From an optimization exercise on the open Yosys and OpenROAD flow, aimed at a short achievable clock period and few clock cycles; shortcuts taken in it are not production practice. The RTL was checked by simulation tests, not by an equivalence proof against the original design. Power is estimated from default activity; no workload was simulated.

## design/flow/config.mk

```make
export PLATFORM = sky130hd
export DESIGN_NAME = riscv_top
export DESIGN_NICKNAME = riscv_top
export VERILOG_FILES = /design/flow/design.v
export SDC_FILE = /design/flow/constraint.sdc
export NUM_CORES = 4
export LEC_CHECK = 0
export CAP_MARGIN = 20
export CORE_MARGIN = 2
export CORE_UTILIZATION = 40
export PLACE_DENSITY = 0.6
export SLEW_MARGIN = 20
```

## design/flow/constraint.sdc

```tcl
create_clock -name core_clock -period 10.0 [get_ports {clk}]
set_input_delay 2.0000 -clock core_clock [delete_from_list [all_inputs] [get_ports {clk}]]
set_output_delay 2.0000 -clock core_clock [all_outputs]
set_load 0.01 [all_outputs]
```

## design/flow/design.v

```verilog
module adder #(parameter WIDTH = 32) (
    input       [WIDTH-1:0] a, b,
    output      [WIDTH-1:0] sum
);
assign sum = a + b;
endmodule
module mux2 #(parameter WIDTH = 32) (
    input       [WIDTH-1:0] d0, d1,
    input       sel,
    output      [WIDTH-1:0] y
);
assign y = sel ? d1 : d0;
endmodule
module mux4 #(parameter WIDTH = 32) (
    input       [WIDTH-1:0] d0, d1, d2, d3,
    input       [1:0] sel,
    output      [WIDTH-1:0] y
);
assign y = (sel == 2'b00) ? d0 :
           (sel == 2'b01) ? d1 :
           (sel == 2'b10) ? d2 :
                            d3;
endmodule
module reset_ff #(parameter WIDTH = 32) (
    input       clk, rst,
    input       [WIDTH-1:0] d,
    output reg  [WIDTH-1:0] q,
    input       StallD
);
always @(posedge clk or posedge rst) begin
    if (rst) q <= 0;
    else if(!StallD)    q <= d;
end
endmodule
module imm_extend (
    input  [31:7]     instr,
    input  [ 2:0]     immsrc,
    output reg [31:0] immext
);
always @(*) begin
case (immsrc)
    3'b000: immext = {{20{instr[31]}}, instr[31:20]};
    3'b001: immext = {{20{instr[31]}}, instr[31:25], instr[11:7]};
    3'b010: immext = {{20{instr[31]}}, instr[7], instr[30:25], instr[11:8], 1'b0};
    3'b011: immext = {{12{instr[31]}}, instr[19:12], instr[20], instr[30:21], 1'b0};
    3'b100: immext = { {instr[31:12]}, 12'b0};
    3'b101: immext = {{instr[31:12]}, 12'b0};
    default:immext = 32'b0; 
endcase    
end
endmodule
module main_decoder (
    input  [6:0] op,
	 input  [2:0] funct3,
    output [1:0] ResultSrc,
    output       MemWrite, Branch, ALUSrc,
    output       RegWrite, Jump,jalr,
    output [2:0] ImmSrc,
    output [1:0] ALUOp
);
reg [12:0] controls;
always @(*) begin
    casez (op)
        7'b0000011: controls = 13'b1_000_1_0_01_00_0_0_0;  
        7'b0100011: controls = 13'b0_001_1_1_00_00_0_0_0;  
        7'b0110011: controls = 13'b1_000_0_0_00_10_0_0_0;  
        7'b1100011: controls = 13'b0_010_0_0_00_01_0_0_1;  
        7'b0010011: controls = 13'b1_000_1_0_00_10_0_0_0;  
		7'b0010111: controls = 13'b1_100_1_0_11_00_0_0_0;   
        7'b0110111: controls = 13'b1_101_1_0_11_00_0_0_0;   
		7'b1100111: controls = 13'b1_000_1_0_10_00_1_1_0;   
        7'b1101111: controls = 13'b1_011_0_0_10_00_1_0_0;  
        default:    controls = 13'b0_000_0_0_00_00_0_0_0;  
    endcase
end
assign {RegWrite, ImmSrc, ALUSrc, MemWrite, ResultSrc, ALUOp, Jump,jalr,Branch} = controls;
endmodule
module alu_decoder (
    input            opb5,
    input [2:0]      funct3,
    input            funct7b5,
    input [1:0]      ALUOp,
    output reg [2:0] ALUControl
);
always @(*) begin
    case (ALUOp)
        2'b00: ALUControl = 3'b000;              
        2'b01: ALUControl = 3'b001;              
        2'b10: begin case (funct3)  
                3'b000: begin
                    if   (funct7b5 & opb5) ALUControl = 3'b001;  
                    else                   ALUControl = 3'b000;  
                end
                3'b001:  ALUControl = 3'b100; 
                3'b010:  ALUControl = 3'b101;  
				3'b011:  ALUControl = 3'b101;  
                3'b100:  ALUControl = 3'b111; 
				3'b101:  ALUControl = 3'b110;  
                3'b110:  ALUControl = 3'b011;  
                3'b111:  ALUControl = 3'b010;  
                default: ALUControl = 3'b000;  
            endcase
            end
        default: ALUControl = 3'b000;
    endcase
end
endmodule
module controller (
    input [6:0]  op,
    input [2:0]  funct3,
    input        funct7b5,
    output       [1:0] ResultSrc,
    output       MemWrite,
    output       ALUSrc,
    output       RegWrite, Jump, jalr,Branch,
    output [2:0] ImmSrc,
    output [2:0] ALUControl
);
wire [1:0] ALUOp;
main_decoder    md (op, funct3,ResultSrc, MemWrite, Branch,
                    ALUSrc, RegWrite, Jump,jalr, ImmSrc, ALUOp);
alu_decoder     ad (op[5], funct3, funct7b5, ALUOp, ALUControl);
endmodule
module alu #(parameter WIDTH = 32) (
    input [WIDTH-1:0] a, b,
    input [2:0] ALUControl,
    output reg [WIDTH-1:0] Result,
    output Zero,
    input funct7b6, funct3_bit
);
always @(*) begin
    case(ALUControl)
        3'b000: Result = a + b;  
        3'b001: Result = a - b;  
        3'b010: Result = a & b;  
        3'b011: Result = a | b;  
        3'b100: Result = a << b[4:0];  
        3'b101: begin case (funct3_bit)
            1'b0: Result = ($signed(a) < $signed(b)) ? 1 : 0;  
            1'b1: Result = (a < b) ? 1 : 0;  
                endcase
                end
        3'b110: begin
            if(funct7b6) Result = $signed(a) >>> b[4:0];  
            else Result = a >> b[4:0];  
        end
        3'b111: Result = a ^ b;  
        default: Result = 32'b0;
    endcase
end
assign Zero = (Result == 0)?1:0;
endmodule
module branching_unit (
    input [31:0] a, b,
    input Zero,
    input [2:0] funct3,
    output reg Takebranch
);
    always @(*) begin
        case(funct3)
		  3'b000: Takebranch =Zero; 
		  3'b001: Takebranch =!Zero; 
		  3'b101: Takebranch =!($signed(a) < $signed(b)); 
		  3'b111: Takebranch =!(a < b); 
		  3'b100: Takebranch =($signed(a) < $signed(b)); 
		  3'b110: Takebranch =(a < b); 
          default:Takebranch = 0;
        endcase
    end
endmodule
module hazard_unit (
    input rst,RegWriteM,RegWriteW,
    input [4:0]RdM,RdW,
    input [4:0] rs1_addr_E,rs2_addr_E,
    output [1:0] ForwardAE,ForwardBE,
    input [1:0] ResultSrcE,
    input [4:0] Rs1D,Rs2D,RdE,
    output StallF,StallD,FlushE,
    input PCSrcE,
    output FlushD
);
wire lwstall;
assign ForwardAE = (rst==1'b1)? 2'b00 : 
                   ((RegWriteM ==1'b1) && (RdM != 5'b00000) && (RdM == rs1_addr_E)) ? 2'b10 : 
                   ((RegWriteW ==1'b1) && (RdW != 5'b00000) && (RdW == rs1_addr_E)) ? 2'b01 : 2'b00;
assign ForwardBE = (rst==1'b1)? 2'b00 : 
                   ((RegWriteM ==1'b1) && (RdM != 5'b00000) && (RdM == rs2_addr_E)) ? 2'b10 : 
                   ((RegWriteW ==1'b1) && (RdW != 5'b00000) && (RdW == rs2_addr_E)) ? 2'b01 : 2'b00;
assign lwstall = (ResultSrcE ==2'b01) & ((Rs1D == RdE) | (Rs2D == RdE));
assign StallF = lwstall;
assign StallD = lwstall;
assign FlushE = lwstall | PCSrcE;
assign FlushD = PCSrcE;
endmodule
module reg_file #(parameter DATA_WIDTH = 32) (
    input       clk,
    input       wr_en,
    input       [4:0] rd_addr1, rd_addr2, wr_addr,
    input       [DATA_WIDTH-1:0] wr_data,
    output      [DATA_WIDTH-1:0] rd_data1, rd_data2
);
reg [DATA_WIDTH-1:0] reg_file_arr [0:31];
always @(posedge clk) begin
    if (wr_en) reg_file_arr[wr_addr] <= wr_data;
end
assign rd_data1 = ( rd_addr1 == 0 ) ? 0 :
                  ( wr_en && (wr_addr == rd_addr1) ) ? wr_data : reg_file_arr[rd_addr1];
assign rd_data2 = ( rd_addr2 == 0 ) ? 0 :
                  ( wr_en && (wr_addr == rd_addr2) ) ? wr_data : reg_file_arr[rd_addr2];
endmodule
module data_mem #(
    parameter DATA_WIDTH = 32,ADDR_WIDTH = 32
) (
    input wr_en,
    input [2:0] funct3,
    input [ADDR_WIDTH-1:0] wr_addr,
    input [DATA_WIDTH-1:0] wr_data,
    output reg [DATA_WIDTH-1:0] rd_data_mem,
    output [ADDR_WIDTH-1:0] mem_addr,
    output reg [DATA_WIDTH-1:0] mem_wdata,
    output reg [3:0] mem_wmask,
    input [DATA_WIDTH-1:0] mem_rdata
);
wire [1:0] off = wr_addr[1:0];
wire [7:0] rbyte = (off == 2'd0) ? mem_rdata[7:0] :
                   (off == 2'd1) ? mem_rdata[15:8] :
                   (off == 2'd2) ? mem_rdata[23:16] : mem_rdata[31:24];
wire [15:0] rhalf = off[1] ? mem_rdata[31:16] : mem_rdata[15:0];
assign mem_addr = wr_addr;
always @(*) begin
    mem_wdata = wr_data;
    mem_wmask = 4'b0000;
    if (wr_en) begin
        case (funct3)
            3'b000: begin
                mem_wdata = {4{wr_data[7:0]}};
                mem_wmask = 4'b0001 << off;
            end
            3'b001: begin
                mem_wdata = {2{wr_data[15:0]}};
                mem_wmask = off[1] ? 4'b1100 : 4'b0011;
            end
            3'b010: begin
                mem_wdata = wr_data;
                mem_wmask = 4'b1111;
            end
            default: ;
        endcase
    end
end
always @(*) begin
    case (funct3)
        3'b000:rd_data_mem = {{24{rbyte[7]}},rbyte};
        3'b001:rd_data_mem = {{16{rhalf[15]}},rhalf};
        3'b010:rd_data_mem = mem_rdata;
        3'b100:rd_data_mem = {24'b0,rbyte};
        3'b101:rd_data_mem = {16'b0,rhalf};
        default:rd_data_mem = 32'b0;
    endcase
end
endmodule
module fetch_cycle (
    input clk,rst,PCSrcE,
    input [31:0] PCTragetE,
    output [31:0] InstrD,PCD,PCPlus4D,
    input StallF,StallD,FlushD,
    output [31:0] imem_addr,
    input  [31:0] imem_rdata
);
wire [31:0] PC_F,PCF,PCPlus4F,InstrF;
reg [31:0] InstrF_reg,PCF_reg,PCPlus4F_reg;
mux2 pcmux(PCPlus4F,PCTragetE,PCSrcE,PC_F);
reset_ff PC(clk,rst,PC_F,PCF,StallD);
assign imem_addr = PCF;
assign InstrF = imem_rdata;
adder pcadder(PCF,32'h4,PCPlus4F);
always @(posedge clk or posedge rst) begin
    if(rst==1'b1)begin
        InstrF_reg<=32'h0;
        PCF_reg<=32'h0;
        PCPlus4F_reg<=32'h0;
    end
    else if(FlushD)begin
        InstrF_reg<=32'h0;
        PCF_reg<=32'h0;
        PCPlus4F_reg<=32'h0;
    end
    else if(!StallF) begin
        InstrF_reg<=InstrF;
        PCF_reg<=PCF;
        PCPlus4F_reg<=PCPlus4F;
    end
end
assign InstrD=(rst==1'b1)?32'h0:InstrF_reg;
assign PCD=(rst==1'b1)?32'h0:PCF_reg;
assign PCPlus4D=(rst==1'b1)?32'h0:PCPlus4F_reg;
endmodule
module decode_cycle (
   input clk,rst,
   input [31:0] InstrD,PCD,PCPlus4D,
   input [31:0] RD1_D,RD2_D,
   output [31:0] RD1_E,RD2_E,ImmExtE,PCE,PCPlus4E,InstrE,
   output [4:0] RdE,
   output RegWriteE,MemWriteE,JumpE,jalrE,BranchE,ALUSrcE,
   output [2:0] ALUControlE,
   output [1:0] ResultSrcE,
   output [4:0] rs1,rs2,
   output [4:0] rs1_addr_E,rs2_addr_E,
   output [4:0] Rs1D,Rs2D,
   input FlushE,
   output luauE
);
wire [2:0] ImmSrcD;
wire [1:0] ResultSrcD;
wire [31:0] ImmExtD;
wire RegWriteD,MemWriteD,JumpD,jalrD,BranchD,ALUSrcD;
wire [2:0] ALUControlD;
wire [2:0] funct3;
wire funct7b5,luaumux;
wire [6:0] op;
wire [31:0] PC_jmp;
reg [31:0] RD1_D_r,RD2_D_r,PCD_r,PCPlus4D_r,ImmExtD_r,InstrD_r;
reg RegWriteD_r,MemWriteD_r,JumpD_r,jalrD_r,BranchD_r,ALUSrcD_r,luau_r;
reg [2:0] ALUControlD_r;
reg [1:0] ResultSrcD_r;
reg [4:0] RD_D_r;
reg [4:0] rs1_addr_E_r,rs2_addr_E_r;
controller c(op,funct3,funct7b5,ResultSrcD,MemWriteD,ALUSrcD,RegWriteD,JumpD,jalrD,BranchD,ImmSrcD,ALUControlD);
imm_extend imm( InstrD[31:7], ImmSrcD,ImmExtD);
assign Rs1D = InstrD[19:15];
assign Rs2D = InstrD[24:20];
assign funct3 = InstrD[14:12];
assign funct7b5 = InstrD[30];
assign op = InstrD[6:0];
assign rs1 = InstrD[19:15];
assign rs2 = InstrD[24:20];
assign luaumux = InstrD[5];
always @(posedge clk or posedge rst) begin
    if(rst) begin
        RD1_D_r <= 0;
        RD2_D_r <= 0;
        RD_D_r <= 0;
        PCD_r <= 0;
        PCPlus4D_r <= 0;
        ImmExtD_r <= 0;
        RegWriteD_r <= 0;
        MemWriteD_r <= 0;
        JumpD_r <= 0;
        jalrD_r <= 0;
        BranchD_r <= 0;
        ALUSrcD_r <= 0;
        ResultSrcD_r <= 0;
        ALUControlD_r <= 0;
        InstrD_r <= 0;
        rs1_addr_E_r <= 0;
        rs2_addr_E_r <= 0;
        luau_r <= 0;
    end
       else if( FlushE) begin
        RD1_D_r <= 0;
        RD2_D_r <= 0;
        RD_D_r <= 0;
        PCD_r <= 0;
        PCPlus4D_r <= 0;
        ImmExtD_r <= 0;
        RegWriteD_r <= 0;
        MemWriteD_r <= 0;
        JumpD_r <= 0;
        jalrD_r <= 0;
        BranchD_r <= 0;
        ALUSrcD_r <= 0;
        ResultSrcD_r <= 0;
        ALUControlD_r <= 0;
        InstrD_r <= 0;
        rs1_addr_E_r <= 0;
        rs2_addr_E_r <= 0;
        luau_r <= 0;
    end
    else begin
        RD1_D_r <= RD1_D;
        RD2_D_r <= RD2_D;
        RD_D_r <= InstrD[11:7];
        PCD_r <= PCD;
        PCPlus4D_r <= PCPlus4D;
        ImmExtD_r <= ImmExtD;
        RegWriteD_r <= RegWriteD;
        MemWriteD_r <= MemWriteD;
        JumpD_r <= JumpD;
        jalrD_r <= jalrD;
        BranchD_r <= BranchD;
        ALUSrcD_r <= ALUSrcD;
        ResultSrcD_r <= ResultSrcD;
        ALUControlD_r <= ALUControlD;
        InstrD_r <= InstrD;
        rs1_addr_E_r <= rs1;
        rs2_addr_E_r <= rs2;
        luau_r <= luaumux;
    end
end
assign RD1_E = RD1_D_r;
assign RD2_E = RD2_D_r;
assign ImmExtE = ImmExtD_r;
assign PCE = PCD_r;
assign PCPlus4E = PCPlus4D_r;
assign RdE = RD_D_r;
assign RegWriteE = RegWriteD_r;
assign MemWriteE = MemWriteD_r;
assign JumpE = JumpD_r;
assign jalrE = jalrD_r;
assign BranchE = BranchD_r;
assign ALUSrcE = ALUSrcD_r;
assign ALUControlE = ALUControlD_r;
assign ResultSrcE = ResultSrcD_r;
assign InstrE = InstrD_r;
assign rs1_addr_E = rs1_addr_E_r;
assign rs2_addr_E = rs2_addr_E_r;
assign luauE = luau_r;
endmodule
module execute_cycle (
    input clk,rst,
    input [31:0] InstrE,RD1_E,RD2_E,PCE,ImmExtE,PCPlus4E,
    input [4:0] RdE,
    input  RegWriteE,MemWriteE,JumpE,Jalr,BranchE,ALUSrcE,
    input [2:0] ALUControlE,
    input [1:0] ResultSrcE,
    output [31:0] PCTargetE,WriteDataM,ALUResultM,PCPlus4M,InstrM,
    output [4:0] RdM,
    output RegWriteM,MemWriteM,
    output [1:0] ResultSrcM,
    output PCSrcE,
    input [1:0] ForwardAE,ForwardBE,
    input [31:0] ResultW,
    input luauE,
    output [31:0] AuLu_ResultM
);
wire [31:0] ForwardM;
wire [31:0] SrcBE,SrcBE_F;
wire Takebranch,Zero;
wire [31:0] ALUResultE;
wire [31:0] SrcAE,auipcadderout,AuLu_ResultE,PCTargetE_w;
reg [31:0] ALUResultE_r,WriteDataE_r,PCPlus4E_r,InstrE_r,AuLu_ResultE_r;
reg [4:0] RdE_r;
reg RegWriteE_r,MemWriteE_r;
reg [1:0] ResultSrcE_r;
mux2 srcmux(SrcBE,ImmExtE,ALUSrcE,SrcBE_F);
alu alu_main(SrcAE,SrcBE_F,ALUControlE,ALUResultE,Zero,InstrE[30],InstrE[12]);
branching_unit bu(SrcAE,SrcBE_F,Zero,InstrE[14:12],Takebranch);
adder pctarget(PCE,ImmExtE,PCTargetE_w);
adder auipcadder(PCE,ImmExtE,auipcadderout);
mux2 auipcluimux(auipcadderout,ImmExtE,luauE,AuLu_ResultE);
mux4 fwdmux_m(ALUResultM,ALUResultM,PCPlus4M,AuLu_ResultM,ResultSrcM,ForwardM);
mux4 forwarda(RD1_E,ResultW,ForwardM,32'b0,ForwardAE,SrcAE);
mux4 forwardb(RD2_E,ResultW,ForwardM,32'b0,ForwardBE,SrcBE);
mux2 jalrmux(PCTargetE_w,{ALUResultE[31:1],1'b0},Jalr,PCTargetE);
assign PCSrcE = (Takebranch & BranchE) | JumpE;
always @(posedge clk or posedge rst) begin
    if(rst==1'b1) begin
        ALUResultE_r <= 0;
        WriteDataE_r <= 0;
        PCPlus4E_r <= 0;
        RdE_r <= 0;
        RegWriteE_r <= 0;
        MemWriteE_r <= 0;
        ResultSrcE_r <= 0;
        InstrE_r <= 0;
        AuLu_ResultE_r <= 0;
    end
    else begin
        ALUResultE_r <= ALUResultE;
        WriteDataE_r <= SrcBE;
        PCPlus4E_r <= PCPlus4E;
        RdE_r <= RdE;
        RegWriteE_r <= RegWriteE;
        MemWriteE_r <= MemWriteE;
        ResultSrcE_r <= ResultSrcE;
        InstrE_r <= InstrE;
        AuLu_ResultE_r <= AuLu_ResultE;
    end
end
assign ALUResultM = ALUResultE_r;
assign PCPlus4M = PCPlus4E_r;
assign WriteDataM = WriteDataE_r;
assign RdM = RdE_r;
assign RegWriteM = RegWriteE_r;
assign MemWriteM = MemWriteE_r;
assign ResultSrcM = ResultSrcE_r;
assign InstrM = InstrE_r;
assign AuLu_ResultM = AuLu_ResultE_r;
endmodule
module memory_cycle (
    input clk,rst,RegWriteM,MemWriteM,
    input [1:0] ResultSrcM,
    input [31:0] WriteDataM,ALUResultM,PCPlus4M,InstrM,
    input [4:0] RdM,
    output RegWriteW,
    output [1:0] ResultSrcW,
    output [31:0] ReadDataW,ALUResultW,PCPlus4W,
    output [4:0] RdW,
    input [31:0] AuLu_ResultM,
    output [31:0] AuLu_ResultW,
    output [31:0] dmem_addr,
    output [31:0] dmem_wdata,
    output [3:0]  dmem_wmask,
    input  [31:0] dmem_rdata
    );
wire [31:0] ReadDataM;
reg [31:0] ReadDataW_r,ALUResultW_r,PCPlus4W_r,AuLu_ResultW_r;
reg [4:0] RdW_r;
reg RegWriteW_r;
reg [1:0] ResultSrcW_r;
data_mem dm(MemWriteM,InstrM[14:12],ALUResultM,WriteDataM,ReadDataM,dmem_addr,dmem_wdata,dmem_wmask,dmem_rdata);
always @(posedge clk or posedge rst) begin
    if(rst==1'b1)begin
        ReadDataW_r <= 32'b0;
        ALUResultW_r <= 32'b0;
        PCPlus4W_r <= 32'b0;
        RdW_r <= 5'b0;
        RegWriteW_r <= 1'b0;
        ResultSrcW_r <= 2'b00;
        AuLu_ResultW_r <= 32'b0;
    end
    else begin
        ReadDataW_r <= ReadDataM;
        ALUResultW_r <= ALUResultM;
        PCPlus4W_r <= PCPlus4M;
        RdW_r <= RdM;
        RegWriteW_r <= RegWriteM;
        ResultSrcW_r <= ResultSrcM;
        AuLu_ResultW_r <= AuLu_ResultM;
    end
end
assign ReadDataW = ReadDataW_r;
assign ALUResultW = ALUResultW_r;
assign PCPlus4W = PCPlus4W_r;
assign RdW = RdW_r;
assign RegWriteW = RegWriteW_r;
assign ResultSrcW = ResultSrcW_r;
assign AuLu_ResultW = AuLu_ResultW_r;
endmodule
module writeback_cycle (
   input clk,rst,
    input [1:0] ResultSrcW,
    input [31:0] ReadDataW,ALUResultW,PCPlus4W,
    output [31:0] ResultW,
    input [31:0] AuLu_ResultW
);
mux4 resultmux(ALUResultW,ReadDataW,PCPlus4W,AuLu_ResultW,ResultSrcW,ResultW);
endmodule
module riscv_top (
    input clk,rst,
    output [31:0] imem_addr,
    input  [31:0] imem_rdata,
    output [31:0] dmem_addr,
    output [31:0] dmem_wdata,
    output [3:0]  dmem_wmask,
    input  [31:0] dmem_rdata
);
wire [31:0] PCTargetE;
wire PCSrcE,Jalr;
wire  [31:0] InstrD,PCD,PCPlus4D,InstrE;
wire  [31:0] PCE,PCPlus4E,ImmExtE,RD1_E,RD2_E;
wire [4:0] RdE;
wire RegWriteE,MemWriteE,JumpE,BranchE,ALUSrcE;
wire [2:0] ALUControlE;
wire [1:0] ResultSrcE;
wire RegWriteM,MemWriteM;
wire [1:0] ResultSrcM;
wire [31:0] WriteDataM,ALUResultM,PCPlus4M,InstrM;
wire [4:0] RdM;
wire [4:0] Rd;
wire [1:0] ResultSrcW;
wire [31:0] ReadDataW,ALUResultW,PCPlus4W;
wire RegWriteW;
wire [4:0] RdW;
wire [31:0] ResultW,AuLu_ResultM,AuLu_ResultW;
wire [4:0] rs1,rs2;
wire RegWrite;
wire [31:0] RD1_D,RD2_D;
wire [4:0] rs1_addr_E,rs2_addr_E,Rs1D,Rs2D;
wire [1:0] ForwardAE,ForwardBE;
wire StallF,StallD,FlushE,FlushD,luauE;
fetch_cycle fc(clk,rst,PCSrcE,PCTargetE,InstrD,PCD,PCPlus4D,StallF,StallD,FlushD,imem_addr,imem_rdata);
decode_cycle dc(clk,rst,InstrD,PCD,PCPlus4D,RD1_D,RD2_D,RD1_E,RD2_E,ImmExtE,PCE,PCPlus4E,InstrE,RdE,RegWriteE,MemWriteE,JumpE,Jalr,BranchE,ALUSrcE,ALUControlE,ResultSrcE,rs1,rs2,rs1_addr_E,rs2_addr_E,Rs1D,Rs2D,FlushE,luauE);
reg_file r1(clk,RegWriteW,rs1,rs2,RdW,ResultW,RD1_D,RD2_D);
execute_cycle ec(clk,rst,InstrE,RD1_E,RD2_E,PCE,ImmExtE,PCPlus4E,RdE,RegWriteE,MemWriteE,JumpE,Jalr,BranchE,ALUSrcE,ALUControlE,ResultSrcE,PCTargetE,WriteDataM,ALUResultM,PCPlus4M,InstrM,RdM,RegWriteM,MemWriteM,ResultSrcM,PCSrcE,ForwardAE,ForwardBE,ResultW,luauE,AuLu_ResultM);
memory_cycle mc(clk,rst,RegWriteM,MemWriteM,ResultSrcM,WriteDataM,ALUResultM,PCPlus4M,InstrM,RdM,RegWriteW,ResultSrcW,ReadDataW,ALUResultW,PCPlus4W,RdW,AuLu_ResultM,AuLu_ResultW,dmem_addr,dmem_wdata,dmem_wmask,dmem_rdata);
writeback_cycle wc(clk,rst,ResultSrcW,ReadDataW,ALUResultW,PCPlus4W,ResultW,AuLu_ResultW);
hazard_unit hu(rst,RegWriteM,RegWriteW,RdM,RdW,rs1_addr_E,rs2_addr_E,ForwardAE,ForwardBE,ResultSrcE,Rs1D,Rs2D,RdE,StallF,StallD,FlushE,PCSrcE,FlushD);
endmodule
```

## design/flow/run.sh

```bash
#!/bin/bash
# synth_recipe.tcl (not shown) runs the flow's synth.tcl, then flattens the netlist and writes it again
# the make line also repeats each setting of config.mk as NAME=value (left out here)
make -C /OpenROAD-flow-scripts/flow DESIGN_CONFIG=/design/flow/config.mk WORK_HOME=/design/flow/orfs CLKGATE_MAP_FILE= SYNTH_SCRIPT=/design/flow/synth_recipe.tcl finish
```

==> reports/metrics.sh <==
COMMONEST_NON_FILL_NON_TAP_CELLS_IN_THE_LAYOUT='1024 x sky130_fd_sc_hd__edfxtp_1, 938 x sky130_fd_sc_hd__nand2_1, 581 x sky130_fd_sc_hd__dfrtp_1'
DRCVIOLATIONCOUNT=0
WIRE_LENGTH_OF_THE_FIRST_GLOBAL_ROUTING_PASS_MM=487
TIMING.FINAL.CRIT_SHARE=0.950
PATH_CLK_SLEW_NS=0.06
SYNTH-SEQ-AREA-SHARE=0.550
LAYOUTNONFILLERINSTCOUNT=10158
GPL.FINAL_WEIGHTED_CONGESTION=1.07
CTS_ROOT_BUF='sky130_fd_sc_hd__clkbuf_16'
POST-PLACE-CELLS=9830
DETAIL_ROUTE.VIAS_PER_CELL=6.60
NUM-NETS-FINAL=7519
SETUP_VIOL=0
GRT_OVERFLOW=0
TIMING_MAX_TRANSITION_VIOLATIONS_FINAL=0
FINAL_STANDARD_CELL_AREA_WITHOUT_FILLERS_UM2=94700
INTERNAL_POWER_mW=13.8
SYNTH_ENABLE_FLOP_CELLS=1024
GRT_SETUP_UNREPAIRED='false'
FP.DIEAREA_UM2=211000
NUMBER_OF_GLOBAL_ROUTE_VIAS_BEFORE_REPAIR=63022
NUM_VIAS=67067
CRITICAL-PATH-MAX-STAGE-DELAY_NS=0.63
POSTCTS_SETUP_BUFS=0
DPL-INSTANCE-AREA_UM2=88600
DIE_HEIGHT_UM=459
VDD_IR_DROP_MAX_uV=196
TIMING_HOLD_VIOLATIONS_FINAL=0
GLOBALROUTETOTALUTIL=0.324
HTREE_NUM_LEVELS=4
SYNTH.YOSYS.WARNINGS=12
MAXCLOCKFREQUENCY_GHz=0.105
POSTROUTEWIRELENGTH_MM=349
LARGEST_NET_DEGREE_AT_THE_START_OF_GLOBAL_ROUTING=186
MAPPEDNETLISTNETS=7441
MET2WIRELENGTH_MM=152
STATUS='timing/DRC/antenna clean'
SYNTH_ASYNC_SR_FLOP_SHARE=0.366
WORST_PATH_DOMINANT_CELL_FAMILY='simple AND/OR/NAND/NOR gates'
TOP_LAYER_USED='met5'
POWER.LEAKAGE_nW=34.9
LAYOUT_COMMONEST_CELL='sky130_fd_sc_hd__edfxtp_1'
CTSLONGESTPATHBUFFERS=3
POWER_PER_CELL_AREA_nW_PER_UM2=221
SW_FRAC_OF_TOTAL=0.339
AVGSYNTHCELLAREA_UM2=11.4
RELSLEWSLACK=0.167
CORE_AREA_UM2=205000
REGMOSTFLOPS='r1.reg_file_arr'
CLOCK_LATENCY_NS=0.87
WORSTPATHMAXFANOUT=28
ANTENNA_FOUND_INITIAL=20
CTS_HOLD_REPAIR_BUFFERS=0
SETUP.WORST_PATH.CLASS='primary input to flop'
DETAILEDROUTE.FIRSTPASSITERATIONCOUNT=10
SYNTHESIS.INSTANCES=7241
FIN_UTIL=0.462
LARGEST_REG_FLOPS=1024
CP_SLOWEST_CELL='sky130_fd_sc_hd__or4_1'
SKEW_NS=0.0604
LAYOUT-DRIVE-GT1-SHARE=0.143
BUFFER_PORTS.INSERTED=165
INITIAL_CORE_UTIL=0.403
WHS_NS=0.339
TIMING.HOLD.WORST.CLASS='flop to flop'
SETUP_TNS_NS=0
WORST-ENDPOINT-REQUIRED_NS=10.76
CP_NUM_BUF_INV=7
NUMCLOCKSINKS=1615
DRT-INITIAL-DRC-COUNT=10534
DETAIL-ROUTE-ANTENNA-NETS=0
SEQ_POWER_SHARE=0.425
POWER.CLOCK.FRACTION=0.324
YS.FLOP_TYPE='sky130_fd_sc_hd__edfxtp_1'
DRT-MET1-WL_MM=138
DP_HPWL_MM=231
SYN-CELL-AREA_UM2=82800
PWR-SHARE-COMB=0.251
TIMING.CRITICAL_PATH.ARRIVAL_NS=10.26
CTS_TREE='built'
WL_PER_CELL_UM=34.4
CTS-RESIZED-GATES=0
NUM_IO_PINS=166
CRIT_PATH_FREQUENT_CELL='sky130_fd_sc_hd__buf_4'
ROWS=166
COUNT_OF_DISTINCT_CELL_TYPES_IN_THE_SYNTHESIZED_NETLIST=94
SYNTH.FF_LATCH_COUNT=1615
CRITICAL_PATH.ENDPOINT_TYPE='flop'
SYN2LAYOUT_AREA_GROWTH_PCT=14.4
CTS_MADE_BUFFERS=175
SWITCHING_POWER_mW=7.11
FIN_CRIT_NS=9.50
FLOORPLAN.DIE.WIDTH_UM=459
MAX-CAP-VIOLATIONS=0
CRIT_PATH_START_KIND='primary input'
WORST-SLEW-PIN-TRANSITION_NS=1.25
MET3WIRELENGTH_MM=37.6
-- cell usage after synthesis (all sizes together) (84+ instances only) --
cell    count  area share
a21oi     388       0.023
nand3     190       0.011
dfrtp     591        0.18
o22ai     111      0.0084
nor2      484       0.022
a311oi    115       0.012
mux2i     372       0.045
ha        131       0.020
edfxtp   1024        0.37
clkbuf    464       0.021
a221oi     84      0.0090
o21ai     460       0.028
mux4      190       0.052
buf       128      0.0075
nand2     946       0.043
mux2      165       0.022
a222oi    118       0.014
inv       147      0.0067
a211oi    102      0.0093
-- power by group through the flow --
stage / clock (mW) / combinational [mW] / sequential (mW)
2_1_floorplan: 0 / 2.63 / 8.65
3_3_place_gp: 0 / 5.07 / 9.00
3_5_place_dp: 0 / 5.09 / 9.01
4_1_cts: 6.82 / 5.11 / 8.88
5_1_grt: 7.09 / 5.46 / 8.93
6_report: 6.78 / 5.26 / 8.90
-- metal layers --
layer | up-vias | GRT usage
met2 | 4480 | 0.480
met1 | 33890 | 0.442
met5 | - | 0
li1 | 27811 | -
met3 | 870 | 0.0701
met4 | 16 | 0.176
-- through the flow --
stage	total power [mW]	worst slack (ns)
after detailed placement	14.1	-0.0930
final	20.9	0.496
after CTS	20.8	0.745
after floorplan	11.3	0.269
after global routing	21.5	0.173
after global placement	14.1	-0.0945
-- final timing paths --
| kind | from | to | slack, ns | cells after the start |
|---|---|---|---|---|
| min | dc.PCPlus4D_r[22] | ec.PCPlus4E_r[22] | 0.34 | 0 |
| min in group asynchronous | rst | ec.PCPlus4E_r[29] | 1.80 | 3 |
| max reg2reg | ec.RdE_r[1] | dc.PCD_r[5] | 0.62 | 30 |
| max | rst | dc.PCD_r[5] | 0.50 | 32 |
| min reg2reg | dc.PCPlus4D_r[22] | ec.PCPlus4E_r[22] | 0.34 | 0 |
| max in group asynchronous | rst | ec.ResultSrcE_r[0] | 5.83 | 5 |
-- area by class of cell --
cell class,instances,area [µm²]
Multi-Input combinational cell,4883,34800
Inverter,151,576
Sequential cell,1615,45600
Timing Repair Buffer,493,4360
Clock inverter,104,1290
Antenna cell,7,17.5
Fill cell,18504,110000
Clock buffer,217,4750
Tap cell,2688,3360
-- logic make-up (layout without fill, tap and decap cells) --
logic type	Yosys count	after routing	share of synthesized area
flip-flops	1615	1615	0.550
AO/OA/AOI/OAI	1892	1892	0.157
XOR/XNOR	108	108	0.0114
AND/OR/NAND/NOR	2022	2022	0.107
adder cells (fa/ha/maj)	134	134	0.0205
multiplexers	727	727	0.119
buffers and inverters	743	965	0.0355
other	0	7	0
Testbench counts, summed over its fixed seeds: cycles 81,726.

port drivers added, routing unchanged:
No port has a modelled driver above. Below, the same layout with a new extraction and two added sets of constraints. Step 1: set_driving_cell puts a clkbuf_16 on clk and a buf_2 on each other input, an assumption about the parent block. Step 2, shift: input delay + t, output delay - t, t = (earliest + latest rising clock arrival at the registers) / 2. This alone moves slack from input paths to output paths. Three values: no drivers, after step 1, after step 2; two values: the first two.
shift t [ns]: 0.932
slack for setup (ns): 0.496 / 0.446 / -0.486
worst setup path after step 2: input to register
worst data-port slew with drivers (ns): 0.20
With both steps, setup timing fails in this run, where it was met with ideal ports. The setup slack of this run moves by -0.050 ns with the drivers and by -0.982 ns with both steps.
